Source: an optimization exercise on an open RTL-to-GDS flow (aim: small area). Production flows keep margins and buffers that such runs may drop.
Function not checked in this run: the RTL went through the layout flow alone.
Power and IR drop assume default switching activity.

## design/flow/run.sh

```bash
#!/bin/bash
# synth_recipe.tcl (not shown) runs the flow's synth.tcl, then flattens the netlist and writes it again
# the make line also repeats each setting of config.mk as NAME=value (left out here)
make -C /OpenROAD-flow-scripts/flow DESIGN_CONFIG=/design/flow/config.mk WORK_HOME=/design/flow/orfs CLKGATE_MAP_FILE= SYNTH_SCRIPT=/design/flow/synth_recipe.tcl finish
```

## design/flow/config.mk

```make
export PLATFORM = sky130hd
export DESIGN_NAME = fir
export DESIGN_NICKNAME = fir
export VERILOG_FILES = /design/flow/design.v
export SDC_FILE = /design/flow/constraint.sdc
export NUM_CORES = 4
export LEC_CHECK = 0
export CAP_MARGIN = 20
export CORE_MARGIN = 2
export CORE_UTILIZATION = 40
export SLEW_MARGIN = 20
export SYNTH_HIERARCHICAL = 1
```

## design/flow/constraint.sdc

```tcl
create_clock -name core_clock -period 12.0 [get_ports {clk}]
set_input_delay 2.4000 -clock core_clock [delete_from_list [all_inputs] [get_ports {clk}]]
set_output_delay 2.4000 -clock core_clock [all_outputs]
set_load 0.01 [all_outputs]
```

## design/flow/design.v

```verilog
`timescale 1ns/10ps
module fir(data_out, out_enable, data_in, sample_enable, coef_enable, error, clk, reset);
	output [15:0] data_out;
	output out_enable;
	output error;
	input [7:0] data_in;
	input sample_enable;
	input coef_enable;
	input clk;
	input reset;
	localparam S_RESET  = 3'd5;
	localparam S_FILTER = 3'd6;
	localparam S_ERROR  = 3'd7;
	reg [2:0] state;
	reg primed;
	reg [7:0] c0n, c1n, c2n, c3n, c4n;
	reg [7:0] x1n, x2n, x3n, x4n;
	wire [7:0] dn = ~data_in;
	wire ce = coef_enable;
	wire se = sample_enable;
	wire st_reset  = (state == S_RESET);
	wire st_filter = (state == S_FILTER);
	wire st_error  = (state == S_ERROR);
	wire st_coeff  = (state < 3'd5);
	wire st_c0     = (state == 3'd0);
	wire read_coef = ce & ~se & ~st_error;
	wire read_samp = se & ~ce & (st_filter | st_c0);
	assign out_enable = st_filter | (st_c0 & ~ce & se);
	assign error = st_error | (st_reset & se) | (st_coeff & ce & se) |
	               (st_coeff & ~st_c0 & ~ce) | (st_filter & ce & se);
	reg [2:0] nstate;
	always @(*) begin
		nstate = state;
		if (error) nstate = S_ERROR;
		else if (read_coef) nstate = (st_coeff && state != 3'd4) ? state + 3'd1 : (st_coeff ? 3'd0 : 3'd1);
		else if (st_c0) nstate = S_FILTER;
	end
	always @(posedge clk or negedge reset)
		if (~reset) begin
			state <= S_RESET;
			primed <= 1'b0;
		end else begin
			state <= nstate;
			if (st_c0 & ~ce) primed <= 1'b1;
		end
	always @(posedge clk)
		if (read_samp | ~primed) begin
			x1n <= read_samp ? dn : 8'hff;
			x2n <= x1n; x3n <= x2n; x4n <= x3n;
		end
	always @(posedge clk)
		if (read_coef) begin
			c0n <= dn; c1n <= c0n; c2n <= c1n; c3n <= c2n; c4n <= c3n;
		end
	wire p0;
	wire p1;
	wire p2;
	wire p3;
	wire p4;
	wire p5;
	wire p6;
	wire p7;
	wire p8;
	wire p9;
	wire p10;
	wire p11;
	wire p12;
	wire p13;
	wire p14;
	wire p15;
	wire p16;
	wire p17;
	wire p18;
	wire p19;
	wire p20;
	wire p21;
	wire p22;
	wire p23;
	wire p24;
	wire p25;
	wire p26;
	wire p27;
	wire p28;
	wire p29;
	wire p30;
	wire p31;
	wire p32;
	wire p33;
	wire p34;
	wire p35;
	wire p36;
	wire p37;
	wire p38;
	wire p39;
	wire p40;
	wire p41;
	wire p42;
	wire p43;
	wire p44;
	wire p45;
	wire p46;
	wire p47;
	wire p48;
	wire p49;
	wire p50;
	wire p51;
	wire p52;
	wire p53;
	wire p54;
	wire p55;
	wire p56;
	wire p57;
	wire p58;
	wire p59;
	wire p60;
	wire p61;
	wire p62;
	wire p63;
	wire p64;
	wire p65;
	wire p66;
	wire p67;
	wire p68;
	wire p69;
	wire p70;
	wire p71;
	wire p72;
	wire p73;
	wire p74;
	wire p75;
	wire p76;
	wire p77;
	wire p78;
	wire p79;
	wire p80;
	wire p81;
	wire p82;
	wire p83;
	wire p84;
	wire p85;
	wire p86;
	wire p87;
	wire p88;
	wire p89;
	wire p90;
	wire p91;
	wire p92;
	wire p93;
	wire p94;
	wire p95;
	wire p96;
	wire p97;
	wire p98;
	wire p99;
	wire p100;
	wire p101;
	wire p102;
	wire p103;
	wire p104;
	wire p105;
	wire p106;
	wire p107;
	wire p108;
	wire p109;
	wire p110;
	wire p111;
	wire p112;
	wire p113;
	wire p114;
	wire p115;
	wire p116;
	wire p117;
	wire p118;
	wire p119;
	wire p120;
	wire p121;
	wire p122;
	wire p123;
	wire p124;
	wire p125;
	wire p126;
	wire p127;
	wire p128;
	wire p129;
	wire p130;
	wire p131;
	wire p132;
	wire p133;
	wire p134;
	wire p135;
	wire p136;
	wire p137;
	wire p138;
	wire p139;
	wire p140;
	wire p141;
	wire p142;
	wire p143;
	wire p144;
	wire p145;
	wire p146;
	wire p147;
	wire p148;
	wire p149;
	wire p150;
	wire p151;
	wire p152;
	wire p153;
	wire p154;
	wire p155;
	wire p156;
	wire p157;
	wire p158;
	wire p159;
	wire p160;
	wire p161;
	wire p162;
	wire p163;
	wire p164;
	wire p165;
	wire p166;
	wire p167;
	wire p168;
	wire p169;
	wire p170;
	wire p171;
	wire p172;
	wire p173;
	wire p174;
	wire p175;
	wire p176;
	wire p177;
	wire p178;
	wire p179;
	wire p180;
	wire p181;
	wire p182;
	wire p183;
	wire p184;
	wire p185;
	wire p186;
	wire p187;
	wire p188;
	wire p189;
	wire p190;
	wire p191;
	wire p192;
	wire p193;
	wire p194;
	wire p195;
	wire p196;
	wire p197;
	wire p198;
	wire p199;
	wire p200;
	wire p201;
	wire p202;
	wire p203;
	wire p204;
	wire p205;
	wire p206;
	wire p207;
	wire p208;
	wire p209;
	wire p210;
	wire p211;
	wire p212;
	wire p213;
	wire p214;
	wire p215;
	wire p216;
	wire p217;
	wire p218;
	wire p219;
	wire p220;
	wire p221;
	wire p222;
	wire p223;
	wire p224;
	wire p225;
	wire p226;
	wire p227;
	wire p228;
	wire p229;
	wire p230;
	wire p231;
	wire p232;
	wire p233;
	wire p234;
	wire p235;
	wire p236;
	wire p237;
	wire p238;
	wire p239;
	wire p240;
	wire p241;
	wire p242;
	wire p243;
	wire p244;
	wire p245;
	wire p246;
	wire p247;
	wire p248;
	wire p249;
	wire p250;
	wire p251;
	wire p252;
	wire p253;
	wire p254;
	wire p255;
	wire p256;
	wire p257;
	wire p258;
	wire p259;
	wire p260;
	wire p261;
	wire p262;
	wire p263;
	wire p264;
	wire p265;
	wire p266;
	wire p267;
	wire p268;
	wire p269;
	wire p270;
	wire p271;
	wire p272;
	wire p273;
	wire p274;
	wire p275;
	wire p276;
	wire p277;
	wire p278;
	wire p279;
	wire p280;
	wire p281;
	wire p282;
	wire p283;
	wire p284;
	wire p285;
	wire p286;
	wire p287;
	wire p288;
	wire p289;
	wire p290;
	wire p291;
	wire p292;
	wire p293;
	wire p294;
	wire p295;
	wire p296;
	wire p297;
	wire p298;
	wire p299;
	wire p300;
	wire p301;
	wire p302;
	wire p303;
	wire p304;
	wire p305;
	wire p306;
	wire p307;
	wire p308;
	wire p309;
	wire p310;
	wire p311;
	wire p312;
	wire p313;
	wire p314;
	wire p315;
	wire p316;
	wire p317;
	wire p318;
	wire p319;
	wire s320;
	wire k320;
	wire s321;
	wire k321;
	wire s322;
	wire k322;
	wire s323;
	wire k323;
	wire s324;
	wire k324;
	wire s325;
	wire k325;
	wire s326;
	wire k326;
	wire s327;
	wire k327;
	wire s328;
	wire k328;
	wire s329;
	wire k329;
	wire s330;
	wire k330;
	wire s331;
	wire k331;
	wire s332;
	wire k332;
	wire s333;
	wire k333;
	wire s334;
	wire k334;
	wire s335;
	wire k335;
	wire s336;
	wire k336;
	wire s337;
	wire k337;
	wire s338;
	wire k338;
	wire s339;
	wire k339;
	wire s340;
	wire k340;
	wire s341;
	wire k341;
	wire s342;
	wire k342;
	wire s343;
	wire k343;
	wire s344;
	wire k344;
	wire s345;
	wire k345;
	wire s346;
	wire k346;
	wire s347;
	wire k347;
	wire s348;
	wire k348;
	wire s349;
	wire k349;
	wire s350;
	wire k350;
	wire s351;
	wire k351;
	wire s352;
	wire k352;
	wire s353;
	wire k353;
	wire s354;
	wire k354;
	wire s355;
	wire k355;
	wire s356;
	wire k356;
	wire s357;
	wire k357;
	wire s358;
	wire k358;
	wire s359;
	wire k359;
	wire s360;
	wire k360;
	wire s361;
	wire k361;
	wire s362;
	wire k362;
	wire s363;
	wire k363;
	wire s364;
	wire k364;
	wire s365;
	wire k365;
	wire s366;
	wire k366;
	wire s367;
	wire k367;
	wire s368;
	wire k368;
	wire s369;
	wire k369;
	wire s370;
	wire k370;
	wire s371;
	wire k371;
	wire s372;
	wire k372;
	wire s373;
	wire k373;
	wire s374;
	wire k374;
	wire s375;
	wire k375;
	wire s376;
	wire k376;
	wire s377;
	wire k377;
	wire s378;
	wire k378;
	wire s379;
	wire k379;
	wire s380;
	wire k380;
	wire s381;
	wire k381;
	wire s382;
	wire k382;
	wire s383;
	wire k383;
	wire s384;
	wire k384;
	wire s385;
	wire k385;
	wire s386;
	wire k386;
	wire s387;
	wire k387;
	wire s388;
	wire k388;
	wire s389;
	wire k389;
	wire s390;
	wire k390;
	wire s391;
	wire k391;
	wire s392;
	wire k392;
	wire s393;
	wire k393;
	wire s394;
	wire k394;
	wire s395;
	wire k395;
	wire s396;
	wire k396;
	wire s397;
	wire k397;
	wire s398;
	wire k398;
	wire s399;
	wire k399;
	wire s400;
	wire k400;
	wire s401;
	wire k401;
	wire s402;
	wire k402;
	wire s403;
	wire k403;
	wire s404;
	wire k404;
	wire s405;
	wire k405;
	wire s406;
	wire k406;
	wire s407;
	wire k407;
	wire s408;
	wire k408;
	wire s409;
	wire k409;
	wire s410;
	wire k410;
	wire s411;
	wire k411;
	wire s412;
	wire k412;
	wire s413;
	wire k413;
	wire s414;
	wire k414;
	wire s415;
	wire k415;
	wire s416;
	wire k416;
	wire s417;
	wire k417;
	wire s418;
	wire k418;
	wire s419;
	wire k419;
	wire s420;
	wire k420;
	wire s421;
	wire k421;
	wire s422;
	wire k422;
	wire s423;
	wire k423;
	wire s424;
	wire k424;
	wire s425;
	wire k425;
	wire s426;
	wire k426;
	wire s427;
	wire k427;
	wire s428;
	wire k428;
	wire s429;
	wire k429;
	wire s430;
	wire k430;
	wire s431;
	wire k431;
	wire s432;
	wire k432;
	wire s433;
	wire k433;
	wire s434;
	wire k434;
	wire s435;
	wire k435;
	wire s436;
	wire k436;
	wire s437;
	wire k437;
	wire s438;
	wire k438;
	wire s439;
	wire k439;
	wire s440;
	wire k440;
	wire s441;
	wire k441;
	wire s442;
	wire k442;
	wire s443;
	wire k443;
	wire s444;
	wire k444;
	wire s445;
	wire k445;
	wire s446;
	wire k446;
	wire s447;
	wire k447;
	wire s448;
	wire k448;
	wire s449;
	wire k449;
	wire s450;
	wire k450;
	wire s451;
	wire k451;
	wire s452;
	wire k452;
	wire s453;
	wire k453;
	wire s454;
	wire k454;
	wire s455;
	wire k455;
	wire s456;
	wire k456;
	wire s457;
	wire k457;
	wire s458;
	wire k458;
	wire s459;
	wire k459;
	wire s460;
	wire k460;
	wire s461;
	wire k461;
	wire s462;
	wire k462;
	wire s463;
	wire k463;
	wire s464;
	wire k464;
	wire s465;
	wire k465;
	wire s466;
	wire k466;
	wire s467;
	wire k467;
	wire s468;
	wire k468;
	wire s469;
	wire k469;
	wire s470;
	wire k470;
	wire s471;
	wire k471;
	wire s472;
	wire k472;
	wire s473;
	wire k473;
	wire s474;
	wire k474;
	wire s475;
	wire k475;
	wire s476;
	wire k476;
	wire s477;
	wire k477;
	wire s478;
	wire k478;
	wire s479;
	wire k479;
	wire s480;
	wire k480;
	wire s481;
	wire k481;
	wire s482;
	wire k482;
	wire s483;
	wire k483;
	wire s484;
	wire k484;
	wire s485;
	wire k485;
	wire s486;
	wire k486;
	wire s487;
	wire k487;
	wire s488;
	wire k488;
	wire s489;
	wire k489;
	wire s490;
	wire k490;
	wire s491;
	wire k491;
	wire s492;
	wire k492;
	wire s493;
	wire k493;
	wire s494;
	wire k494;
	wire s495;
	wire k495;
	wire s496;
	wire k496;
	wire s497;
	wire k497;
	wire s498;
	wire k498;
	wire s499;
	wire k499;
	wire s500;
	wire k500;
	wire s501;
	wire k501;
	wire s502;
	wire k502;
	wire s503;
	wire k503;
	wire s504;
	wire k504;
	wire s505;
	wire k505;
	wire s506;
	wire k506;
	wire s507;
	wire k507;
	wire s508;
	wire k508;
	wire s509;
	wire k509;
	wire s510;
	wire k510;
	wire s511;
	wire k511;
	wire s512;
	wire k512;
	wire s513;
	wire k513;
	wire s514;
	wire k514;
	wire s515;
	wire k515;
	wire s516;
	wire k516;
	wire s517;
	wire k517;
	wire s518;
	wire k518;
	wire s519;
	wire k519;
	wire s520;
	wire k520;
	wire s521;
	wire k521;
	wire s522;
	wire k522;
	wire s523;
	wire k523;
	wire s524;
	wire k524;
	wire s525;
	wire k525;
	wire s526;
	wire k526;
	wire s527;
	wire k527;
	wire s528;
	wire k528;
	wire s529;
	wire k529;
	wire s530;
	wire k530;
	wire s531;
	wire k531;
	wire s532;
	wire k532;
	wire s533;
	wire k533;
	wire s534;
	wire k534;
	wire s535;
	wire k535;
	wire s536;
	wire k536;
	wire s537;
	wire k537;
	wire s538;
	wire k538;
	wire s539;
	wire k539;
	wire s540;
	wire k540;
	wire s541;
	wire k541;
	wire s542;
	wire k542;
	wire s543;
	wire k543;
	wire s544;
	wire k544;
	wire s545;
	wire k545;
	wire s546;
	wire k546;
	wire s547;
	wire k547;
	wire s548;
	wire k548;
	wire s549;
	wire k549;
	wire s550;
	wire k550;
	wire s551;
	wire k551;
	wire s552;
	wire k552;
	wire s553;
	wire k553;
	wire s554;
	wire k554;
	wire s555;
	wire k555;
	wire s556;
	wire k556;
	wire s557;
	wire k557;
	wire s558;
	wire k558;
	wire s559;
	wire k559;
	wire s560;
	wire k560;
	wire s561;
	wire k561;
	wire s562;
	wire k562;
	wire s563;
	wire k563;
	wire s564;
	wire k564;
	wire s565;
	wire k565;
	wire s566;
	wire k566;
	wire s567;
	wire k567;
	wire s568;
	wire k568;
	wire s569;
	wire k569;
	wire s570;
	wire k570;
	wire s571;
	wire k571;
	wire s572;
	wire k572;
	wire s573;
	wire k573;
	wire s574;
	wire k574;
	wire s575;
	wire k575;
	wire s576;
	wire k576;
	wire s577;
	wire k577;
	wire s578;
	wire k578;
	wire s579;
	wire k579;
	wire s580;
	wire k580;
	wire s581;
	wire k581;
	wire s582;
	wire k582;
	wire s583;
	wire k583;
	wire s584;
	wire k584;
	wire s585;
	wire k585;
	wire s586;
	wire k586;
	wire s587;
	wire k587;
	wire s588;
	wire k588;
	wire s589;
	wire k589;
	wire s590;
	wire k590;
	wire s591;
	wire k591;
	wire s592;
	wire k592;
	wire s593;
	wire k593;
	wire s594;
	wire k594;
	wire s595;
	wire k595;
	wire s596;
	wire k596;
	wire s597;
	wire k597;
	wire s598;
	wire k598;
	wire s599;
	wire k599;
	wire s600;
	wire k600;
	wire s601;
	wire k601;
	wire s602;
	wire k602;
	wire s603;
	wire k603;
	wire s604;
	wire k604;
	wire s605;
	wire k605;
	wire s606;
	wire k606;
	wire s607;
	wire k607;
	wire s608;
	wire k608;
	wire s609;
	wire k609;
	wire s610;
	wire k610;
	wire s611;
	wire k611;
	wire s612;
	wire k612;
	wire s613;
	wire k613;
	wire s614;
	wire k614;
	wire s615;
	wire k615;
	wire s616;
	wire k616;
	wire s617;
	wire k617;
	wire s618;
	wire k618;
	wire s619;
	wire k619;
	wire s620;
	wire k620;
	wire s621;
	wire k621;
	wire s622;
	wire k622;
	wire s623;
	wire k623;
	wire s624;
	wire k624;
	wire s625;
	wire k625;
	wire s626;
	wire k626;
	wire s627;
	wire k627;
	assign p0 = ~(c4n[0] | dn[0]);
	assign p1 = ~(c4n[0] | dn[1]);
	assign p2 = ~(c4n[0] | dn[2]);
	assign p3 = ~(c4n[0] | dn[3]);
	assign p4 = ~(c4n[0] | dn[4]);
	assign p5 = ~(c4n[0] | dn[5]);
	assign p6 = ~(c4n[0] | dn[6]);
	assign p7 = ~(c4n[0] | dn[7]);
	assign p8 = ~(c4n[1] | dn[0]);
	assign p9 = ~(c4n[1] | dn[1]);
	assign p10 = ~(c4n[1] | dn[2]);
	assign p11 = ~(c4n[1] | dn[3]);
	assign p12 = ~(c4n[1] | dn[4]);
	assign p13 = ~(c4n[1] | dn[5]);
	assign p14 = ~(c4n[1] | dn[6]);
	assign p15 = ~(c4n[1] | dn[7]);
	assign p16 = ~(c4n[2] | dn[0]);
	assign p17 = ~(c4n[2] | dn[1]);
	assign p18 = ~(c4n[2] | dn[2]);
	assign p19 = ~(c4n[2] | dn[3]);
	assign p20 = ~(c4n[2] | dn[4]);
	assign p21 = ~(c4n[2] | dn[5]);
	assign p22 = ~(c4n[2] | dn[6]);
	assign p23 = ~(c4n[2] | dn[7]);
	assign p24 = ~(c4n[3] | dn[0]);
	assign p25 = ~(c4n[3] | dn[1]);
	assign p26 = ~(c4n[3] | dn[2]);
	assign p27 = ~(c4n[3] | dn[3]);
	assign p28 = ~(c4n[3] | dn[4]);
	assign p29 = ~(c4n[3] | dn[5]);
	assign p30 = ~(c4n[3] | dn[6]);
	assign p31 = ~(c4n[3] | dn[7]);
	assign p32 = ~(c4n[4] | dn[0]);
	assign p33 = ~(c4n[4] | dn[1]);
	assign p34 = ~(c4n[4] | dn[2]);
	assign p35 = ~(c4n[4] | dn[3]);
	assign p36 = ~(c4n[4] | dn[4]);
	assign p37 = ~(c4n[4] | dn[5]);
	assign p38 = ~(c4n[4] | dn[6]);
	assign p39 = ~(c4n[4] | dn[7]);
	assign p40 = ~(c4n[5] | dn[0]);
	assign p41 = ~(c4n[5] | dn[1]);
	assign p42 = ~(c4n[5] | dn[2]);
	assign p43 = ~(c4n[5] | dn[3]);
	assign p44 = ~(c4n[5] | dn[4]);
	assign p45 = ~(c4n[5] | dn[5]);
	assign p46 = ~(c4n[5] | dn[6]);
	assign p47 = ~(c4n[5] | dn[7]);
	assign p48 = ~(c4n[6] | dn[0]);
	assign p49 = ~(c4n[6] | dn[1]);
	assign p50 = ~(c4n[6] | dn[2]);
	assign p51 = ~(c4n[6] | dn[3]);
	assign p52 = ~(c4n[6] | dn[4]);
	assign p53 = ~(c4n[6] | dn[5]);
	assign p54 = ~(c4n[6] | dn[6]);
	assign p55 = ~(c4n[6] | dn[7]);
	assign p56 = ~(c4n[7] | dn[0]);
	assign p57 = ~(c4n[7] | dn[1]);
	assign p58 = ~(c4n[7] | dn[2]);
	assign p59 = ~(c4n[7] | dn[3]);
	assign p60 = ~(c4n[7] | dn[4]);
	assign p61 = ~(c4n[7] | dn[5]);
	assign p62 = ~(c4n[7] | dn[6]);
	assign p63 = ~(c4n[7] | dn[7]);
	assign p64 = ~(c3n[0] | x1n[0]);
	assign p65 = ~(c3n[0] | x1n[1]);
	assign p66 = ~(c3n[0] | x1n[2]);
	assign p67 = ~(c3n[0] | x1n[3]);
	assign p68 = ~(c3n[0] | x1n[4]);
	assign p69 = ~(c3n[0] | x1n[5]);
	assign p70 = ~(c3n[0] | x1n[6]);
	assign p71 = ~(c3n[0] | x1n[7]);
	assign p72 = ~(c3n[1] | x1n[0]);
	assign p73 = ~(c3n[1] | x1n[1]);
	assign p74 = ~(c3n[1] | x1n[2]);
	assign p75 = ~(c3n[1] | x1n[3]);
	assign p76 = ~(c3n[1] | x1n[4]);
	assign p77 = ~(c3n[1] | x1n[5]);
	assign p78 = ~(c3n[1] | x1n[6]);
	assign p79 = ~(c3n[1] | x1n[7]);
	assign p80 = ~(c3n[2] | x1n[0]);
	assign p81 = ~(c3n[2] | x1n[1]);
	assign p82 = ~(c3n[2] | x1n[2]);
	assign p83 = ~(c3n[2] | x1n[3]);
	assign p84 = ~(c3n[2] | x1n[4]);
	assign p85 = ~(c3n[2] | x1n[5]);
	assign p86 = ~(c3n[2] | x1n[6]);
	assign p87 = ~(c3n[2] | x1n[7]);
	assign p88 = ~(c3n[3] | x1n[0]);
	assign p89 = ~(c3n[3] | x1n[1]);
	assign p90 = ~(c3n[3] | x1n[2]);
	assign p91 = ~(c3n[3] | x1n[3]);
	assign p92 = ~(c3n[3] | x1n[4]);
	assign p93 = ~(c3n[3] | x1n[5]);
	assign p94 = ~(c3n[3] | x1n[6]);
	assign p95 = ~(c3n[3] | x1n[7]);
	assign p96 = ~(c3n[4] | x1n[0]);
	assign p97 = ~(c3n[4] | x1n[1]);
	assign p98 = ~(c3n[4] | x1n[2]);
	assign p99 = ~(c3n[4] | x1n[3]);
	assign p100 = ~(c3n[4] | x1n[4]);
	assign p101 = ~(c3n[4] | x1n[5]);
	assign p102 = ~(c3n[4] | x1n[6]);
	assign p103 = ~(c3n[4] | x1n[7]);
	assign p104 = ~(c3n[5] | x1n[0]);
	assign p105 = ~(c3n[5] | x1n[1]);
	assign p106 = ~(c3n[5] | x1n[2]);
	assign p107 = ~(c3n[5] | x1n[3]);
	assign p108 = ~(c3n[5] | x1n[4]);
	assign p109 = ~(c3n[5] | x1n[5]);
	assign p110 = ~(c3n[5] | x1n[6]);
	assign p111 = ~(c3n[5] | x1n[7]);
	assign p112 = ~(c3n[6] | x1n[0]);
	assign p113 = ~(c3n[6] | x1n[1]);
	assign p114 = ~(c3n[6] | x1n[2]);
	assign p115 = ~(c3n[6] | x1n[3]);
	assign p116 = ~(c3n[6] | x1n[4]);
	assign p117 = ~(c3n[6] | x1n[5]);
	assign p118 = ~(c3n[6] | x1n[6]);
	assign p119 = ~(c3n[6] | x1n[7]);
	assign p120 = ~(c3n[7] | x1n[0]);
	assign p121 = ~(c3n[7] | x1n[1]);
	assign p122 = ~(c3n[7] | x1n[2]);
	assign p123 = ~(c3n[7] | x1n[3]);
	assign p124 = ~(c3n[7] | x1n[4]);
	assign p125 = ~(c3n[7] | x1n[5]);
	assign p126 = ~(c3n[7] | x1n[6]);
	assign p127 = ~(c3n[7] | x1n[7]);
	assign p128 = ~(c2n[0] | x2n[0]);
	assign p129 = ~(c2n[0] | x2n[1]);
	assign p130 = ~(c2n[0] | x2n[2]);
	assign p131 = ~(c2n[0] | x2n[3]);
	assign p132 = ~(c2n[0] | x2n[4]);
	assign p133 = ~(c2n[0] | x2n[5]);
	assign p134 = ~(c2n[0] | x2n[6]);
	assign p135 = ~(c2n[0] | x2n[7]);
	assign p136 = ~(c2n[1] | x2n[0]);
	assign p137 = ~(c2n[1] | x2n[1]);
	assign p138 = ~(c2n[1] | x2n[2]);
	assign p139 = ~(c2n[1] | x2n[3]);
	assign p140 = ~(c2n[1] | x2n[4]);
	assign p141 = ~(c2n[1] | x2n[5]);
	assign p142 = ~(c2n[1] | x2n[6]);
	assign p143 = ~(c2n[1] | x2n[7]);
	assign p144 = ~(c2n[2] | x2n[0]);
	assign p145 = ~(c2n[2] | x2n[1]);
	assign p146 = ~(c2n[2] | x2n[2]);
	assign p147 = ~(c2n[2] | x2n[3]);
	assign p148 = ~(c2n[2] | x2n[4]);
	assign p149 = ~(c2n[2] | x2n[5]);
	assign p150 = ~(c2n[2] | x2n[6]);
	assign p151 = ~(c2n[2] | x2n[7]);
	assign p152 = ~(c2n[3] | x2n[0]);
	assign p153 = ~(c2n[3] | x2n[1]);
	assign p154 = ~(c2n[3] | x2n[2]);
	assign p155 = ~(c2n[3] | x2n[3]);
	assign p156 = ~(c2n[3] | x2n[4]);
	assign p157 = ~(c2n[3] | x2n[5]);
	assign p158 = ~(c2n[3] | x2n[6]);
	assign p159 = ~(c2n[3] | x2n[7]);
	assign p160 = ~(c2n[4] | x2n[0]);
	assign p161 = ~(c2n[4] | x2n[1]);
	assign p162 = ~(c2n[4] | x2n[2]);
	assign p163 = ~(c2n[4] | x2n[3]);
	assign p164 = ~(c2n[4] | x2n[4]);
	assign p165 = ~(c2n[4] | x2n[5]);
	assign p166 = ~(c2n[4] | x2n[6]);
	assign p167 = ~(c2n[4] | x2n[7]);
	assign p168 = ~(c2n[5] | x2n[0]);
	assign p169 = ~(c2n[5] | x2n[1]);
	assign p170 = ~(c2n[5] | x2n[2]);
	assign p171 = ~(c2n[5] | x2n[3]);
	assign p172 = ~(c2n[5] | x2n[4]);
	assign p173 = ~(c2n[5] | x2n[5]);
	assign p174 = ~(c2n[5] | x2n[6]);
	assign p175 = ~(c2n[5] | x2n[7]);
	assign p176 = ~(c2n[6] | x2n[0]);
	assign p177 = ~(c2n[6] | x2n[1]);
	assign p178 = ~(c2n[6] | x2n[2]);
	assign p179 = ~(c2n[6] | x2n[3]);
	assign p180 = ~(c2n[6] | x2n[4]);
	assign p181 = ~(c2n[6] | x2n[5]);
	assign p182 = ~(c2n[6] | x2n[6]);
	assign p183 = ~(c2n[6] | x2n[7]);
	assign p184 = ~(c2n[7] | x2n[0]);
	assign p185 = ~(c2n[7] | x2n[1]);
	assign p186 = ~(c2n[7] | x2n[2]);
	assign p187 = ~(c2n[7] | x2n[3]);
	assign p188 = ~(c2n[7] | x2n[4]);
	assign p189 = ~(c2n[7] | x2n[5]);
	assign p190 = ~(c2n[7] | x2n[6]);
	assign p191 = ~(c2n[7] | x2n[7]);
	assign p192 = ~(c1n[0] | x3n[0]);
	assign p193 = ~(c1n[0] | x3n[1]);
	assign p194 = ~(c1n[0] | x3n[2]);
	assign p195 = ~(c1n[0] | x3n[3]);
	assign p196 = ~(c1n[0] | x3n[4]);
	assign p197 = ~(c1n[0] | x3n[5]);
	assign p198 = ~(c1n[0] | x3n[6]);
	assign p199 = ~(c1n[0] | x3n[7]);
	assign p200 = ~(c1n[1] | x3n[0]);
	assign p201 = ~(c1n[1] | x3n[1]);
	assign p202 = ~(c1n[1] | x3n[2]);
	assign p203 = ~(c1n[1] | x3n[3]);
	assign p204 = ~(c1n[1] | x3n[4]);
	assign p205 = ~(c1n[1] | x3n[5]);
	assign p206 = ~(c1n[1] | x3n[6]);
	assign p207 = ~(c1n[1] | x3n[7]);
	assign p208 = ~(c1n[2] | x3n[0]);
	assign p209 = ~(c1n[2] | x3n[1]);
	assign p210 = ~(c1n[2] | x3n[2]);
	assign p211 = ~(c1n[2] | x3n[3]);
	assign p212 = ~(c1n[2] | x3n[4]);
	assign p213 = ~(c1n[2] | x3n[5]);
	assign p214 = ~(c1n[2] | x3n[6]);
	assign p215 = ~(c1n[2] | x3n[7]);
	assign p216 = ~(c1n[3] | x3n[0]);
	assign p217 = ~(c1n[3] | x3n[1]);
	assign p218 = ~(c1n[3] | x3n[2]);
	assign p219 = ~(c1n[3] | x3n[3]);
	assign p220 = ~(c1n[3] | x3n[4]);
	assign p221 = ~(c1n[3] | x3n[5]);
	assign p222 = ~(c1n[3] | x3n[6]);
	assign p223 = ~(c1n[3] | x3n[7]);
	assign p224 = ~(c1n[4] | x3n[0]);
	assign p225 = ~(c1n[4] | x3n[1]);
	assign p226 = ~(c1n[4] | x3n[2]);
	assign p227 = ~(c1n[4] | x3n[3]);
	assign p228 = ~(c1n[4] | x3n[4]);
	assign p229 = ~(c1n[4] | x3n[5]);
	assign p230 = ~(c1n[4] | x3n[6]);
	assign p231 = ~(c1n[4] | x3n[7]);
	assign p232 = ~(c1n[5] | x3n[0]);
	assign p233 = ~(c1n[5] | x3n[1]);
	assign p234 = ~(c1n[5] | x3n[2]);
	assign p235 = ~(c1n[5] | x3n[3]);
	assign p236 = ~(c1n[5] | x3n[4]);
	assign p237 = ~(c1n[5] | x3n[5]);
	assign p238 = ~(c1n[5] | x3n[6]);
	assign p239 = ~(c1n[5] | x3n[7]);
	assign p240 = ~(c1n[6] | x3n[0]);
	assign p241 = ~(c1n[6] | x3n[1]);
	assign p242 = ~(c1n[6] | x3n[2]);
	assign p243 = ~(c1n[6] | x3n[3]);
	assign p244 = ~(c1n[6] | x3n[4]);
	assign p245 = ~(c1n[6] | x3n[5]);
	assign p246 = ~(c1n[6] | x3n[6]);
	assign p247 = ~(c1n[6] | x3n[7]);
	assign p248 = ~(c1n[7] | x3n[0]);
	assign p249 = ~(c1n[7] | x3n[1]);
	assign p250 = ~(c1n[7] | x3n[2]);
	assign p251 = ~(c1n[7] | x3n[3]);
	assign p252 = ~(c1n[7] | x3n[4]);
	assign p253 = ~(c1n[7] | x3n[5]);
	assign p254 = ~(c1n[7] | x3n[6]);
	assign p255 = ~(c1n[7] | x3n[7]);
	assign p256 = ~(c0n[0] | x4n[0]);
	assign p257 = ~(c0n[0] | x4n[1]);
	assign p258 = ~(c0n[0] | x4n[2]);
	assign p259 = ~(c0n[0] | x4n[3]);
	assign p260 = ~(c0n[0] | x4n[4]);
	assign p261 = ~(c0n[0] | x4n[5]);
	assign p262 = ~(c0n[0] | x4n[6]);
	assign p263 = ~(c0n[0] | x4n[7]);
	assign p264 = ~(c0n[1] | x4n[0]);
	assign p265 = ~(c0n[1] | x4n[1]);
	assign p266 = ~(c0n[1] | x4n[2]);
	assign p267 = ~(c0n[1] | x4n[3]);
	assign p268 = ~(c0n[1] | x4n[4]);
	assign p269 = ~(c0n[1] | x4n[5]);
	assign p270 = ~(c0n[1] | x4n[6]);
	assign p271 = ~(c0n[1] | x4n[7]);
	assign p272 = ~(c0n[2] | x4n[0]);
	assign p273 = ~(c0n[2] | x4n[1]);
	assign p274 = ~(c0n[2] | x4n[2]);
	assign p275 = ~(c0n[2] | x4n[3]);
	assign p276 = ~(c0n[2] | x4n[4]);
	assign p277 = ~(c0n[2] | x4n[5]);
	assign p278 = ~(c0n[2] | x4n[6]);
	assign p279 = ~(c0n[2] | x4n[7]);
	assign p280 = ~(c0n[3] | x4n[0]);
	assign p281 = ~(c0n[3] | x4n[1]);
	assign p282 = ~(c0n[3] | x4n[2]);
	assign p283 = ~(c0n[3] | x4n[3]);
	assign p284 = ~(c0n[3] | x4n[4]);
	assign p285 = ~(c0n[3] | x4n[5]);
	assign p286 = ~(c0n[3] | x4n[6]);
	assign p287 = ~(c0n[3] | x4n[7]);
	assign p288 = ~(c0n[4] | x4n[0]);
	assign p289 = ~(c0n[4] | x4n[1]);
	assign p290 = ~(c0n[4] | x4n[2]);
	assign p291 = ~(c0n[4] | x4n[3]);
	assign p292 = ~(c0n[4] | x4n[4]);
	assign p293 = ~(c0n[4] | x4n[5]);
	assign p294 = ~(c0n[4] | x4n[6]);
	assign p295 = ~(c0n[4] | x4n[7]);
	assign p296 = ~(c0n[5] | x4n[0]);
	assign p297 = ~(c0n[5] | x4n[1]);
	assign p298 = ~(c0n[5] | x4n[2]);
	assign p299 = ~(c0n[5] | x4n[3]);
	assign p300 = ~(c0n[5] | x4n[4]);
	assign p301 = ~(c0n[5] | x4n[5]);
	assign p302 = ~(c0n[5] | x4n[6]);
	assign p303 = ~(c0n[5] | x4n[7]);
	assign p304 = ~(c0n[6] | x4n[0]);
	assign p305 = ~(c0n[6] | x4n[1]);
	assign p306 = ~(c0n[6] | x4n[2]);
	assign p307 = ~(c0n[6] | x4n[3]);
	assign p308 = ~(c0n[6] | x4n[4]);
	assign p309 = ~(c0n[6] | x4n[5]);
	assign p310 = ~(c0n[6] | x4n[6]);
	assign p311 = ~(c0n[6] | x4n[7]);
	assign p312 = ~(c0n[7] | x4n[0]);
	assign p313 = ~(c0n[7] | x4n[1]);
	assign p314 = ~(c0n[7] | x4n[2]);
	assign p315 = ~(c0n[7] | x4n[3]);
	assign p316 = ~(c0n[7] | x4n[4]);
	assign p317 = ~(c0n[7] | x4n[5]);
	assign p318 = ~(c0n[7] | x4n[6]);
	assign p319 = ~(c0n[7] | x4n[7]);
	fir_fa u320 (p128, p192, p256, s320, k320);
	fir_fa u321 (p64, s320, p0, s321, k321);
	fir_fa u322 (p129, p136, p193, s322, k322);
	fir_fa u323 (p200, p257, p264, s323, k323);
	fir_fa u324 (p65, p72, k320, s324, k324);
	fir_fa u325 (s322, s323, s324, s325, k325);
	fir_fa u326 (s325, p1, p8, s326, k326);
	fir_ha u327 (k321, s326, s327, k327);
	fir_fa u328 (p130, p137, p144, s328, k328);
	fir_fa u329 (p194, p201, p208, s329, k329);
	fir_fa u330 (p258, p265, p272, s330, k330);
	fir_fa u331 (p66, p73, p80, s331, k331);
	fir_fa u332 (k322, k323, s328, s332, k332);
	fir_fa u333 (s329, s330, s331, s333, k333);
	fir_fa u334 (k324, s332, s333, s334, k334);
	fir_fa u335 (k325, s334, p16, s335, k335);
	fir_fa u336 (p2, p9, k326, s336, k336);
	fir_fa u337 (s335, k327, s336, s337, k337);
	fir_fa u338 (p131, p138, p145, s338, k338);
	fir_fa u339 (p152, p195, p202, s339, k339);
	fir_fa u340 (p209, p216, p259, s340, k340);
	fir_fa u341 (p266, p273, p280, s341, k341);
	fir_fa u342 (p67, p74, p81, s342, k342);
	fir_fa u343 (p88, k328, k329, s343, k343);
	fir_fa u344 (k330, k331, s338, s344, k344);
	fir_fa u345 (s339, s340, s341, s345, k345);
	fir_fa u346 (s342, k332, k333, s346, k346);
	fir_fa u347 (s343, s344, s345, s347, k347);
	fir_fa u348 (s346, k334, s347, s348, k348);
	fir_fa u349 (s348, p10, p17, s349, k349);
	fir_fa u350 (p24, p3, k335, s350, k350);
	fir_fa u351 (s349, k336, s350, s351, k351);
	fir_ha u352 (k337, s351, s352, k352);
	fir_fa u353 (p132, p139, p146, s353, k353);
	fir_fa u354 (p153, p160, p196, s354, k354);
	fir_fa u355 (p203, p210, p217, s355, k355);
	fir_fa u356 (p224, p260, p267, s356, k356);
	fir_fa u357 (p274, p281, p288, s357, k357);
	fir_fa u358 (p68, p75, p82, s358, k358);
	fir_fa u359 (p89, p96, k338, s359, k359);
	fir_fa u360 (k339, k340, k341, s360, k360);
	fir_fa u361 (k342, s353, s354, s361, k361);
	fir_fa u362 (s355, s356, s357, s362, k362);
	fir_fa u363 (s358, k343, k344, s363, k363);
	fir_fa u364 (k345, s359, s360, s364, k364);
	fir_fa u365 (s361, s362, k346, s365, k365);
	fir_fa u366 (s363, k347, s364, s366, k366);
	fir_fa u367 (s365, k348, s366, s367, k367);
	fir_fa u368 (s367, p11, p18, s368, k368);
	fir_fa u369 (p25, p32, p4, s369, k369);
	fir_fa u370 (k349, s368, s369, s370, k370);
	fir_fa u371 (k350, s370, k351, s371, k371);
	fir_ha u372 (k352, s371, s372, k372);
	fir_fa u373 (p104, p133, p140, s373, k373);
	fir_fa u374 (p147, p154, p161, s374, k374);
	fir_fa u375 (p168, p197, p204, s375, k375);
	fir_fa u376 (p211, p218, p225, s376, k376);
	fir_fa u377 (p232, p261, p268, s377, k377);
	fir_fa u378 (p275, p282, p289, s378, k378);
	fir_fa u379 (p296, p69, p76, s379, k379);
	fir_fa u380 (p83, p90, p97, s380, k380);
	fir_fa u381 (k353, k354, k355, s381, k381);
	fir_fa u382 (k356, k357, k358, s382, k382);
	fir_fa u383 (s373, s374, s375, s383, k383);
	fir_fa u384 (s376, s377, s378, s384, k384);
	fir_fa u385 (s379, s380, k359, s385, k385);
	fir_fa u386 (k360, k361, k362, s386, k386);
	fir_fa u387 (s381, s382, s383, s387, k387);
	fir_fa u388 (s384, k363, k364, s388, k388);
	fir_fa u389 (s385, s386, s387, s389, k389);
	fir_fa u390 (k365, k366, s388, s390, k390);
	fir_fa u391 (s389, k367, s390, s391, k391);
	fir_fa u392 (p12, p19, p26, s392, k392);
	fir_fa u393 (p33, p40, p5, s393, k393);
	fir_fa u394 (s391, k368, k369, s394, k394);
	fir_fa u395 (s392, s393, k370, s395, k395);
	fir_fa u396 (s394, s395, k371, s396, k396);
	fir_ha u397 (k372, s396, s397, k397);
	fir_fa u398 (p105, p112, p134, s398, k398);
	fir_fa u399 (p141, p148, p155, s399, k399);
	fir_fa u400 (p162, p169, p176, s400, k400);
	fir_fa u401 (p198, p205, p212, s401, k401);
	fir_fa u402 (p219, p226, p233, s402, k402);
	fir_fa u403 (p240, p262, p269, s403, k403);
	fir_fa u404 (p276, p283, p290, s404, k404);
	fir_fa u405 (p297, p304, p70, s405, k405);
	fir_fa u406 (p77, p84, p91, s406, k406);
	fir_fa u407 (p98, k373, k374, s407, k407);
	fir_fa u408 (k375, k376, k377, s408, k408);
	fir_fa u409 (k378, k379, k380, s409, k409);
	fir_fa u410 (s398, s399, s400, s410, k410);
	fir_fa u411 (s401, s402, s403, s411, k411);
	fir_fa u412 (s404, s405, s406, s412, k412);
	fir_fa u413 (k381, k382, k383, s413, k413);
	fir_fa u414 (k384, s407, s408, s414, k414);
	fir_fa u415 (s409, s410, s411, s415, k415);
	fir_fa u416 (s412, k385, k386, s416, k416);
	fir_fa u417 (s413, k387, s414, s417, k417);
	fir_fa u418 (s415, k388, s416, s418, k418);
	fir_fa u419 (k389, s417, k390, s419, k419);
	fir_fa u420 (s418, p13, p20, s420, k420);
	fir_fa u421 (p27, p34, p41, s421, k421);
	fir_fa u422 (p48, p6, k391, s422, k422);
	fir_fa u423 (s419, k392, k393, s423, k423);
	fir_fa u424 (s420, s421, s422, s424, k424);
	fir_fa u425 (k394, s423, s424, s425, k425);
	fir_fa u426 (k395, s425, k396, s426, k426);
	fir_ha u427 (k397, s426, s427, k427);
	fir_fa u428 (p106, p113, p120, s428, k428);
	fir_fa u429 (p135, p142, p149, s429, k429);
	fir_fa u430 (p156, p163, p170, s430, k430);
	fir_fa u431 (p177, p184, p199, s431, k431);
	fir_fa u432 (p206, p213, p220, s432, k432);
	fir_fa u433 (p227, p234, p241, s433, k433);
	fir_fa u434 (p248, p263, p270, s434, k434);
	fir_fa u435 (p277, p284, p291, s435, k435);
	fir_fa u436 (p298, p305, p312, s436, k436);
	fir_fa u437 (p71, p78, p85, s437, k437);
	fir_fa u438 (p92, p99, k398, s438, k438);
	fir_fa u439 (k399, k400, k401, s439, k439);
	fir_fa u440 (k402, k403, k404, s440, k440);
	fir_fa u441 (k405, k406, s428, s441, k441);
	fir_fa u442 (s429, s430, s431, s442, k442);
	fir_fa u443 (s432, s433, s434, s443, k443);
	fir_fa u444 (s435, s436, s437, s444, k444);
	fir_fa u445 (k407, k408, k409, s445, k445);
	fir_fa u446 (k410, k411, k412, s446, k446);
	fir_fa u447 (s438, s439, s440, s447, k447);
	fir_fa u448 (s441, s442, s443, s448, k448);
	fir_fa u449 (s444, k413, k414, s449, k449);
	fir_fa u450 (s445, s446, k415, s450, k450);
	fir_fa u451 (s447, s448, k416, s451, k451);
	fir_fa u452 (k417, s449, s450, s452, k452);
	fir_fa u453 (k418, s451, s452, s453, k453);
	fir_fa u454 (k419, p14, p21, s454, k454);
	fir_fa u455 (p28, p35, p42, s455, k455);
	fir_fa u456 (p49, p56, p7, s456, k456);
	fir_fa u457 (s453, k420, k421, s457, k457);
	fir_fa u458 (k422, s454, s455, s458, k458);
	fir_fa u459 (s456, k423, s457, s459, k459);
	fir_fa u460 (k424, s458, k425, s460, k460);
	fir_fa u461 (s459, s460, k426, s461, k461);
	fir_ha u462 (k427, s461, s462, k462);
	fir_fa u463 (p100, p107, p114, s463, k463);
	fir_fa u464 (p121, p143, p150, s464, k464);
	fir_fa u465 (p157, p164, p171, s465, k465);
	fir_fa u466 (p178, p185, p207, s466, k466);
	fir_fa u467 (p214, p221, p228, s467, k467);
	fir_fa u468 (p235, p242, p249, s468, k468);
	fir_fa u469 (p271, p278, p285, s469, k469);
	fir_fa u470 (p292, p299, p306, s470, k470);
	fir_fa u471 (p313, p79, p86, s471, k471);
	fir_fa u472 (p93, k428, k429, s472, k472);
	fir_fa u473 (k430, k431, k432, s473, k473);
	fir_fa u474 (k433, k434, k435, s474, k474);
	fir_fa u475 (k436, k437, s463, s475, k475);
	fir_fa u476 (s464, s465, s466, s476, k476);
	fir_fa u477 (s467, s468, s469, s477, k477);
	fir_fa u478 (s470, s471, k438, s478, k478);
	fir_fa u479 (k439, k440, k441, s479, k479);
	fir_fa u480 (k442, k443, k444, s480, k480);
	fir_fa u481 (s472, s473, s474, s481, k481);
	fir_fa u482 (s475, s476, s477, s482, k482);
	fir_fa u483 (k445, k446, k447, s483, k483);
	fir_fa u484 (s478, s479, s480, s484, k484);
	fir_fa u485 (k448, s481, s482, s485, k485);
	fir_fa u486 (k449, k450, s483, s486, k486);
	fir_fa u487 (s484, s485, k451, s487, k487);
	fir_fa u488 (k452, s486, s487, s488, k488);
	fir_fa u489 (p15, p22, p29, s489, k489);
	fir_fa u490 (p36, p43, p50, s490, k490);
	fir_fa u491 (p57, k453, k454, s491, k491);
	fir_fa u492 (k455, k456, s488, s492, k492);
	fir_fa u493 (s489, s490, k457, s493, k493);
	fir_fa u494 (k458, s491, s492, s494, k494);
	fir_fa u495 (k459, s493, s494, s495, k495);
	fir_fa u496 (k460, s495, k461, s496, k496);
	fir_ha u497 (k462, s496, s497, k497);
	fir_fa u498 (p101, p108, p115, s498, k498);
	fir_fa u499 (p122, p151, p158, s499, k499);
	fir_fa u500 (p165, p172, p179, s500, k500);
	fir_fa u501 (p186, p215, p222, s501, k501);
	fir_fa u502 (p229, p236, p243, s502, k502);
	fir_fa u503 (p250, p279, p286, s503, k503);
	fir_fa u504 (p293, p300, p307, s504, k504);
	fir_fa u505 (p314, p87, p94, s505, k505);
	fir_fa u506 (k463, k464, k465, s506, k506);
	fir_fa u507 (k466, k467, k468, s507, k507);
	fir_fa u508 (k469, k470, k471, s508, k508);
	fir_fa u509 (s498, s499, s500, s509, k509);
	fir_fa u510 (s501, s502, s503, s510, k510);
	fir_fa u511 (s504, s505, k472, s511, k511);
	fir_fa u512 (k473, k474, k475, s512, k512);
	fir_fa u513 (k476, k477, s506, s513, k513);
	fir_fa u514 (s507, s508, s509, s514, k514);
	fir_fa u515 (s510, k478, k479, s515, k515);
	fir_fa u516 (k480, k481, s511, s516, k516);
	fir_fa u517 (s512, k482, s513, s517, k517);
	fir_fa u518 (s514, k483, k484, s518, k518);
	fir_fa u519 (s515, s516, k485, s519, k519);
	fir_fa u520 (s517, k486, s518, s520, k520);
	fir_fa u521 (s519, k487, p23, s521, k521);
	fir_fa u522 (p30, p37, p44, s522, k522);
	fir_fa u523 (p51, p58, s520, s523, k523);
	fir_fa u524 (k488, k489, k490, s524, k524);
	fir_fa u525 (s521, s522, s523, s525, k525);
	fir_fa u526 (k491, k492, s524, s526, k526);
	fir_fa u527 (s525, k493, k494, s527, k527);
	fir_fa u528 (s526, k495, s527, s528, k528);
	fir_fa u529 (s528, k496, k497, s529, k529);
	fir_fa u530 (p102, p109, p116, s530, k530);
	fir_fa u531 (p123, p159, p166, s531, k531);
	fir_fa u532 (p173, p180, p187, s532, k532);
	fir_fa u533 (p223, p230, p237, s533, k533);
	fir_fa u534 (p244, p251, p287, s534, k534);
	fir_fa u535 (p294, p301, p308, s535, k535);
	fir_fa u536 (p315, p95, k498, s536, k536);
	fir_fa u537 (k499, k500, k501, s537, k537);
	fir_fa u538 (k502, k503, k504, s538, k538);
	fir_fa u539 (k505, s530, s531, s539, k539);
	fir_fa u540 (s532, s533, s534, s540, k540);
	fir_fa u541 (s535, k506, k507, s541, k541);
	fir_fa u542 (k508, k509, k510, s542, k542);
	fir_fa u543 (s536, s537, s538, s543, k543);
	fir_fa u544 (s539, s540, k511, s544, k544);
	fir_fa u545 (k512, k513, s541, s545, k545);
	fir_fa u546 (s542, k514, s543, s546, k546);
	fir_fa u547 (k515, k516, s544, s547, k547);
	fir_fa u548 (k517, s545, s546, s548, k548);
	fir_fa u549 (k518, s547, k519, s549, k549);
	fir_fa u550 (s548, k520, p31, s550, k550);
	fir_fa u551 (p38, p45, p52, s551, k551);
	fir_fa u552 (p59, s549, k521, s552, k552);
	fir_fa u553 (k522, k523, s550, s553, k553);
	fir_fa u554 (s551, k524, s552, s554, k554);
	fir_fa u555 (k525, s553, k526, s555, k555);
	fir_fa u556 (s554, k527, s555, s556, k556);
	fir_fa u557 (k528, s556, k529, s557, k557);
	fir_fa u558 (p103, p110, p117, s558, k558);
	fir_fa u559 (p124, p167, p174, s559, k559);
	fir_fa u560 (p181, p188, p231, s560, k560);
	fir_fa u561 (p238, p245, p252, s561, k561);
	fir_fa u562 (p295, p302, p309, s562, k562);
	fir_fa u563 (p316, k530, k531, s563, k563);
	fir_fa u564 (k532, k533, k534, s564, k564);
	fir_fa u565 (k535, s558, s559, s565, k565);
	fir_fa u566 (s560, s561, s562, s566, k566);
	fir_fa u567 (k536, k537, k538, s567, k567);
	fir_fa u568 (k539, k540, s563, s568, k568);
	fir_fa u569 (s564, s565, s566, s569, k569);
	fir_fa u570 (k541, k542, k543, s570, k570);
	fir_fa u571 (s567, s568, s569, s571, k571);
	fir_fa u572 (k544, k545, k546, s572, k572);
	fir_fa u573 (s570, s571, k547, s573, k573);
	fir_fa u574 (k548, s572, s573, s574, k574);
	fir_fa u575 (p39, p46, p53, s575, k575);
	fir_fa u576 (p60, k549, k550, s576, k576);
	fir_fa u577 (k551, s574, s575, s577, k577);
	fir_fa u578 (k552, k553, s576, s578, k578);
	fir_fa u579 (s577, k554, s578, s579, k579);
	fir_fa u580 (k555, s579, k556, s580, k580);
	fir_ha u581 (s580, k557, s581, k581);
	fir_fa u582 (p111, p118, p125, s582, k582);
	fir_fa u583 (p175, p182, p189, s583, k583);
	fir_fa u584 (p239, p246, p253, s584, k584);
	fir_fa u585 (p303, p310, p317, s585, k585);
	fir_fa u586 (k558, k559, k560, s586, k586);
	fir_fa u587 (k561, k562, s582, s587, k587);
	fir_fa u588 (s583, s584, s585, s588, k588);
	fir_fa u589 (k563, k564, k565, s589, k589);
	fir_fa u590 (k566, s586, s587, s590, k590);
	fir_fa u591 (s588, k567, k568, s591, k591);
	fir_fa u592 (s589, k569, s590, s592, k592);
	fir_fa u593 (k570, s591, k571, s593, k593);
	fir_fa u594 (s592, k572, s593, s594, k594);
	fir_fa u595 (k573, p47, p54, s595, k595);
	fir_fa u596 (p61, s594, k574, s596, k596);
	fir_fa u597 (k575, s595, k576, s597, k597);
	fir_fa u598 (s596, k577, k578, s598, k598);
	fir_fa u599 (s597, k579, s598, s599, k599);
	fir_fa u600 (s599, k580, k581, s600, k600);
	fir_fa u601 (p119, p126, p183, s601, k601);
	fir_fa u602 (p190, p247, p254, s602, k602);
	fir_fa u603 (p311, p318, k582, s603, k603);
	fir_fa u604 (k583, k584, k585, s604, k604);
	fir_fa u605 (s601, s602, k586, s605, k605);
	fir_fa u606 (k587, k588, s603, s606, k606);
	fir_fa u607 (s604, k589, s605, s607, k607);
	fir_fa u608 (k590, s606, k591, s608, k608);
	fir_fa u609 (s607, k592, s608, s609, k609);
	fir_fa u610 (k593, p55, p62, s610, k610);
	fir_fa u611 (s609, k594, k595, s611, k611);
	fir_fa u612 (s610, k596, s611, s612, k612);
	fir_fa u613 (k597, s612, k598, s613, k613);
	fir_fa u614 (k599, s613, k600, s614, k614);
	fir_fa u615 (p127, p191, p255, s615, k615);
	fir_fa u616 (p319, k601, k602, s616, k616);
	fir_fa u617 (s615, k603, k604, s617, k617);
	fir_fa u618 (s616, k605, k606, s618, k618);
	fir_fa u619 (s617, k607, s618, s619, k619);
	fir_fa u620 (k608, s619, k609, s620, k620);
	fir_fa u621 (p63, k610, s620, s621, k621);
	fir_fa u622 (k611, s621, k612, s622, k622);
	fir_fa u623 (s622, k613, k614, s623, k623);
	fir_fa u624 (k615, k616, k617, s624, k624);
	fir_fa u625 (k618, s624, k619, s625, k625);
	fir_fa u626 (s625, k620, k621, s626, k626);
	fir_fa u627 (s626, k622, k623, s627, k627);
	assign data_out = {s627, s623, s614, s600, s581, s557, s529, s497, s462, s427, s397, s372, s352, s337, s327, s321};
endmodule
module fir_fa(input a, input b, input c, output s, output co);
	assign s = a ^ b ^ c;
	assign co = (a & b) | (c & (a ^ b));
endmodule
module fir_ha(input a, input b, output s, output co);
	assign s = a ^ b;
	assign co = a & b;
endmodule
```

==> results.cfg <==
[yosys]
synthArstFlopShare = 0.0526
ys_warn_count = 7
synth_cells = 840
yosys.area_share.simple = 0.129
synth_seq_cells = 76
synth_fa_ha_area_frac = 0.600
synthFlopType = edfxtp_1
syn_area_per_cell_um2 = 12.2
seq_area_frac_synth = 0.220
ys_types = 28
yosys.area_share.xor_xnor = 0
syn_nets = 1165
synth_compound_area_frac = 0.00803
synthesis.area_um2 = 10300
synth_edf_count = 72
synth_mux_area_frac = 0
synth_top_family_by_area = adder cells

[layout]
instances_no_fill = 1211
antenna_cells = 0
drive_gt1_frac = 0.150
post-route-util = 0.460
multi_input_area_um2 = 7640
nFillCells = 2289
final-seq-area_um2 = 2260
areaGrowthSynthToFinish_pct = 12.5
nNetsFinal = 1201

[worst_hold_path]
hold_path.startpoint = primed
holdCritPathClass = reg2reg

[timing]
hold_slack_ps = 496
slew_viol_final = 0
relSlewSlack = 0.532
setup-violations-final = 0
rsz0062_at_grt = no
worstMarginPinSlew_ps = 702
period_minus_slack_ps = 11690
fin_crit_sh = 0.974
skew_ps = 9.83
clock.fmax_mhz = 85.6
hold_viol = 0

[global_route]
grt_max_degree = 26
grt_pass1_wl_um = 41800
antenna_found_initial = 0
grt_pass1_vias = 7386
grt_overflow = 0
grt_use_total = 0.214

[critical_path]
reg2reg_slack_ps = 9120
crit_path_start = x2n[0]
required_ps = 9600
crit_path_max_incr_delay_ps = 540
cpMostUsedCell = fa_1
timing.rr.start = state[1]
worstSetupEndpointType = primary output
start_kind = flip-flop
path_cells = buf_4 -> buf_4 -> nor2_1 -> fa_1 -> fa_1 -> fa_1 -> fa_1 -> fa_2 -> fa_1 -> fa_1 -> fa_1 -> fa_1 -> fa_1 -> fa_1 -> ha_1 -> fa_2 -> fa_1 -> ha_1 -> fa_1 -> fa_2 -> fa_1 -> clkdlybuf4s50_1
cpMaxStageDelayCell = fa_1
cp_num_buf_inv = 3
crit_fanout = 4
cp_top_family = adder cells
worst-setup-path-type = reg2out
cp.arrival_ps = 9290

[drt]
viasPerCell = 5.26
num_vias = 6364
ant_nets = 0
first_pass_iters = 5
drc = 0
drtIter0Drc = 530
routed_wl_um = 26100
wl_per_cell_um = 21.6

[place]
dp_cells = 1184
place_congestion = 0.910
detailed_place_hpwl_um = 21900
io_buffers = 29

[cts]
cts_buffers = 9
worstSkewPairLatency_ps = 360
cts-root-buf = clkbuf_16
cts_max_level = 3
cts.sinks = 76
cts_tree = yes
clkTransAtPathRegs_ps = 70
cts_hold_buf = 0
clock_path_buffers = 2

[power_and_ir_drop]
p_leak_nw = 5.46
p_per_area_nw_per_um2 = 61.6
vdd_drop_max_v = 0.0000676

[die]
die_w_um = 164
fp.dieH_um = 164
rows = 58
start_util = 0.408
core_um2 = 25200
die_area_um2 = 27000
ios = 30

[status]
status = no timing/DRC/antenna violations

[run]
max_cap_viol_count = 0
-- registers in the layout, indices dropped and copies added (netlist names) --
register / flops
x1n: 8
c0n: 8
c2n: 8
c3n: 8
c1n: 8
x3n: 8
primed: 1
c4n: 8
state: 3
x2n: 8
x4n: 8
-- modules after synthesis, one instance, submodules excluded --
module / cells inside / copies in the design / flops+latches / area, um2
fir_ha: 1 / 8 / 0 / 12.5
fir_fa: 1 / 300 / 0 / 20.0
fir: 532 / 1 / 76 / 4180
-- through the flow --
step           power [mW]  TNS, ps  setup WS (ps)  cell area, um2
2_1_floorplan       0.402        0            732           10300
3_3_place_gp        0.439    -79.1          -79.1           11100
3_5_place_dp        0.441     -151           -151           11100
4_1_cts             0.724        0           2.23           11500
5_1_grt             0.747        0           13.6           11600
6_report            0.713        0            311           11600
-- worst register-to-register path, delay by kind of cell, from the launching register on --
family | cells | cell delay (ps)
AOI/OAI and AO/OA | 1 | 570
buffers and inverters | 2 | 590
and+or+nand+nor | 2 | 670
adders and majority gates | 1 | 250
DFF | 1 | 430
-- timing repair --
item | in CTS | in global routing
endpoints found under the setup margin | 1 | 2
resized for setup | 10 | 15
buffers inserted | 7 | 4
pin swaps | 3 | 16
-- cell usage after synthesis (2+ instances only) --
cell,count,area share
o21ai_0,2,0.00097
inv_1,3,0.0011
clkinv_1,8,0.0029
buf_4,16,0.012
nor2_1,321,0.12
dfrtp_1,2,0.0049
nand2_1,12,0.0044
clkbuf_1,72,0.026
fa_1,300,0.58
ha_1,13,0.016
dfstp_2,2,0.0051
nand2b_1,2,0.0012
edfxtp_1,72,0.21
-- cell type report --
type | count | area share
clock buffers | 9 | 0.0195
clock inverters | 7 | 0.00605
inverters | 11 | 0.00357
multi-input cells | 664 | 0.660
flip-flops and latches | 76 | 0.196
well taps | 330 | 0.0357
repair buffers | 114 | 0.0798
-- routing by layer --
layer,vias to the layer above,GRT usage,routed length [um]
li1,2603,-,-
met1,3436,0.284,10200
met2,268,0.349,13200
met3,57,0.0460,1950
met4,0,0.0785,846
met5,-,0,0
-- kinds of logic after synthesis --
kind of cell | count (synthesis)
AO/OA/AOI/OAI | 10
adder cells (fa/ha/maj) | 313
AND/OR/NAND/NOR | 341
flip-flops | 76
buffers and inverters | 100
-- where the power goes --
part	internal, mW	switching (mW)	leakage [nW]	total, mW
logic	0.0795	0.0657	4.70	0.145
registers	0.288	0.000123	0.617	0.288
clock network	0.146	0.134	0.141	0.280
total	0.513	0.200	5.46	0.713
-- cell usage in the layout (no fill, tap or decap), drive strengths merged, types with 2 or more instances in the layout --
cell           count
inv                6
clkinv            11
buf               85
o21ai              2
nor2             321
clkbuf            10
ha                13
dfstp              2
nand2             12
clkdlybuf4s50     28
dfrtp              2
nand2b             3
fa               300
edfxtp            72
-- final timing paths --
path,to,depth (start not counted)
worst max-delay path,data_out[14],22
worst min-delay path,primed,1
worst max register to register,x3n[5],6
worst min register to register,primed,1
max in group asynchronous,state[0],1
min in group asynchronous,primed,1

-- afterwards: timing with drivers on the ports --
The results above use ideal ports. As a check the final layout listed here was re-extracted and re-timed, cells and wires unchanged.
Step 1 assumes that a clkbuf_16 drives the clock port and a buf_2 every other input.
Step 2 moves the port delays by t, midway between the first and last clock arrival at a register: inputs arrive t later, outputs are due t later. That takes back most of the time a late clock gives input paths.
Three values: ideal ports, drivers, drivers and shift; two values: the first two.
t, ns: 0.402
slack for setup (ns): 0.311 / 0.265 / 0.361
hold slack, ns: 0.496 / 0.496 / 0.496
slew at the worst register clock pin (ns): 0.07 / 0.07
After both steps this run still meets setup and hold. For this run, drivers alone change the setup slack by -0.046 ns; drivers and shift together by +0.050 ns.
